What follows belongs to an exercise in optimizing a design on an open flow for small area and a short achievable clock period; a production flow would make more cautious choices.
RTL that was checked went through simulation tests only; none was proved equivalent to the original.
Power is estimated from default activity; no workload was simulated.

==> module RISCuva0_dec16, before the edit <==
module RISCuva0_dec16 (
    input  [3:0]  a,
    output [15:0] y);
    assign y = 16'd1 << a;
endmodule
export LEC_CHECK = 0
export CAP_MARGIN = 20
export CORE_MARGIN = 2
export CORE_UTILIZATION = 50
export CTS_BUF_LIST = sky130_fd_sc_hd__clkbuf_8
export CTS_CLUSTER_DIAMETER = 50
export CTS_CLUSTER_SIZE = 16
export SETUP_SLACK_MARGIN = 2.3
export SLEW_MARGIN = 20
export SYNTH_HIERARCHICAL = 1
export SYNTH_MINIMUM_KEEP_SIZE = 0
create_clock -name core_clock -period 7.0 [get_ports {clk}]
standard.sh (not shown) runs the stock make flow with config.mk's settings and CLKGATE_MAP_FILE= SYNTH_SCRIPT=/design/flow/synth_recipe.tcl, a recipe that flattens the netlist after the stock synthesis.
==> flow/flow/run.sh <==
#!/bin/bash
# The standard layout with two changes: plain buf_2 cells as the port buffers
# (instead of the delay cells that buffer_ports picks by default), and clock
# tree synthesis without dummy loads at the clock tree's leaves. Each tool's
# output is in standard.log and orfs/logs/.
set -euo pipefail
bash standard.sh \
  "BUFFER_PORTS_ARGS=-buffer_cell sky130_fd_sc_hd__buf_2" \
  "CTS_ARGS=-sink_clustering_enable -repair_clock_nets -buf_list sky130_fd_sc_hd__clkbuf_8 -sink_clustering_size 16 -sink_clustering_max_diameter 80 -dont_use_dummy_load" \
  finish > standard.log 2>&1
The first run produced a clean layout.
==> next run, changes <==
--- a/flow/design.v
+++ b/flow/design.v
@@ -210,5 +210,18 @@
 module RISCuva0_dec16 (
     input  [3:0]  a,
     output [15:0] y);
-    assign y = 16'd1 << a;
-endmodule
+    wire [3:0] lo, hi;
+    RISCuva0_dec4 declo (.a(a[1:0]), .y(lo));
+    RISCuva0_dec4 dechi (.a(a[3:2]), .y(hi));
+    RISCuva0_and16 comb (.hi(hi), .lo(lo), .y(y));
+endmodule
+module RISCuva0_dec4 (
+    input  [1:0] a,
+    output [3:0] y);
+    assign y = 4'd1 << a;
+endmodule
+module RISCuva0_and16 (
+    input  [3:0]  hi, lo,
+    output [15:0] y);
+    assign y = {{4{hi[3]}} & lo, {4{hi[2]}} & lo, {4{hi[1]}} & lo, {4{hi[0]}} & lo};
+endmodule
Setup slack gets worse by 0.049 ns.
Die area falls by about 3%.
Non-clock buffer count rises by 14.
Count of clock-buffer cells in the layout stays the same.
Synthesized area falls by 2.9%.
Sequential power barely changes.
Function was not checked in any run of this note: the RTL went through the layout flow alone.

========
RISCuva0, a different RTL version from the one above (not shown whole).
For scale: roughly 1,200 cells after synthesis, roughly 55 I/O pins.
// RISCuva0
module RISCuva0 ( clk, reset,
                  progAddress, progData, progReset,
                  dataIn, dataOut,
                  portAddress, portRead, portWrite,
                  intReq, intAck );
    input        clk, reset;
    output [9:0] progAddress;
    input [13:0] progData;
    output       progReset;
    input  [7:0] dataIn;
    output [7:0] dataOut;
    output [7:0] portAddress;
    output       portRead;
    output       portWrite;
    input        intReq;
    output       intAck;
    wire [1:0] opA = progData[13:12];
    wire [1:0] opB = progData[11:10];
    wire [1:0] opC = progData[9:8];
    wire [3:0] rM  = progData[7:4];
    wire [3:0] rN  = progData[3:0];
    wire [9:0] immAddr = progData[9:0];
    wire [7:0] immData = progData[11:4];
    wire MISC = (opA == 2'b00);
    wire JP   = (opA == 2'b01);
    wire LOAD = (opA == 2'b10);
    wire ALU  = (opA == 2'b11);
    wire rets    = MISC & (opB == 2'b10);
    wire onRet   = rets & ~opC[1];               
    wire isRETI  = rets & (opC == 2'b01);
    wire isDI    = rets & (opC == 2'b10);
    wire isEI    = rets & (opC == 2'b11);
    wire isCALL  = MISC & (opB == 2'b00);
    wire writeRF = opA[1];                       
    logic [7:0]  rf [0:15];
    logic [11:0] stackMem [0:15];
    logic [3:0]  SP;
    logic [9:0]  PC;
    logic [7:0]  lastPort;      
    logic        zeroFlag, carryFlag;
    logic        userEI, intAckR, callingIRQ;
    wire [7:0] nextPort = lastPort + 8'd1;
  ...
export LEC_CHECK = 0
export CAP_MARGIN = 20
export CORE_MARGIN = 2
export CORE_UTILIZATION = 50
export CTS_BUF_LIST = sky130_fd_sc_hd__clkbuf_8
export CTS_CLUSTER_DIAMETER = 50
export CTS_CLUSTER_SIZE = 16
export SETUP_SLACK_MARGIN = 2.3
export SLEW_MARGIN = 20
export SYNTH_HIERARCHICAL = 1
export SYNTH_MINIMUM_KEEP_SIZE = 0
create_clock -name core_clock -period 7.0 [get_ports {clk}]
Scripts as last shown in full above: flow/flow/run.sh
==> next run, changes <==
--- a/flow/design.v
+++ b/flow/design.v
@@ -96,30 +96,32 @@
             default: {shiftALU, shiftCarry} = {busN[6:0], busN[7], busN[7]};
         endcase
     logic [7:0] otherRes;
     always_comb
         case ({opA[0], opB})
             3'b100:  otherRes = logicALU;
             3'b110:  otherRes = shiftALU;
             3'b111:  otherRes = dataIn;
             default: otherRes = immData;
         endcase
     wire       isArith  = opA[0] & (opB == 2'b01);
-    wire [7:0] dataBus  = isArith ? arithALU  : otherRes;
+    wire [7:0] dataBusLo, dataBusHi;
+    RISCuva0_resmux resLo (.arith(isArith), .a(arithALU), .b(otherRes), .q(dataBusLo));
+    RISCuva0_resmux resHi (.arith(isArith), .a(arithALU), .b(otherRes), .q(dataBusHi));
     wire       dataZero = isArith ? arithZero : (otherRes == 8'h00);
     always @(posedge clk)
         for (int i = 0; i < 16; i++)
             if (reset && i < 2)
                 rf[i] <= (i == 1) ? 8'd1 : 8'd0;
             else if (~reset && writeRF && rN == i)
-                rf[i] <= dataBus;
+                rf[i] <= (i < 8) ? dataBusLo : dataBusHi;
     always @(posedge clk)
         if (reset)
             lastPort <= 8'hFF;
         else if (portRead | portWrite)
             lastPort <= portAddress;
     wire mayIRQ   = ~(rets | portWrite | portRead);
     wire validIRQ = intReq & ~intAckR & userEI & mayIRQ;
     always @(posedge clk) begin
         if (reset)     userEI <= 1'b0;
         else if (isDI) userEI <= 1'b0;
         else if (isEI) userEI <= 1'b1;
@@ -193,11 +195,17 @@
              | ({8{sel[4]}}  & d4)  | ({8{sel[5]}}  & d5)  | ({8{sel[6]}}  & d6)  | ({8{sel[7]}}  & d7)
              | ({8{sel[8]}}  & d8)  | ({8{sel[9]}}  & d9)  | ({8{sel[10]}} & d10) | ({8{sel[11]}} & d11)
              | ({8{sel[12]}} & d12) | ({8{sel[13]}} & d13) | ({8{sel[14]}} & d14) | ({8{sel[15]}} & d15);
     assign qp = pass ? q : other;
 endmodule
 module RISCuva0_pcmux (
     input        jump, ret,
     input  [9:0] target, retAddr, incr,
     output [9:0] q);
     assign q = jump ? target : ret ? retAddr : incr;
 endmodule
+module RISCuva0_resmux (
+    input        arith,
+    input  [7:0] a, b,
+    output [7:0] q);
+    assign q = arith ? a : b;
+endmodule
=>
- die area rises slightly
- flip-flop and latch count is unchanged
- clock power climbs slightly
- final area rose slightly
- routed wire length rises by roughly a tenth
Function not checked in the second run of this note: the RTL went through the layout flow alone.

-- re-timing with driven ports --
Ports are ideal in the flow. The routed layouts listed here were re-timed in OpenROAD. Step 1 assumes that a clkbuf_16 drives the clock port and a buf_2 every other input. Step 2 also shifts input and output timing later by t, the mid clock arrival at the registers, as if the neighbouring blocks saw the same clock. Slacks: no drivers / after step 1 / after step 2; pairs: no drivers / after step 1.
| run | t (ns) | slack for setup (ns) | worst setup path after step 2 | worst data-port slew with drivers (ns) | cell pins on the clock port's net |
|---|---|---|---|---|---|
| the first run of note 1 | 0.639 | 2.390 / 2.324 / 1.862 | input to register | 0.06 | 1 |
| the second run of note 1 | 0.623 | 2.341 / 2.315 / 1.889 | input to register | 0.05 | 1 |
| the first run of note 2 | 0.607 | 2.327 / 2.287 / 1.857 | input to register | 0.11 | 1 |
| the second run of note 2 | 0.623 | 2.323 / 2.298 / 1.760 | input to register | 0.05 | 1 |
After both steps every run listed still meets setup and hold. The setup slack of the second run of note 2, which loses most, moves by -0.025 ns with the drivers and by -0.563 ns with both steps.
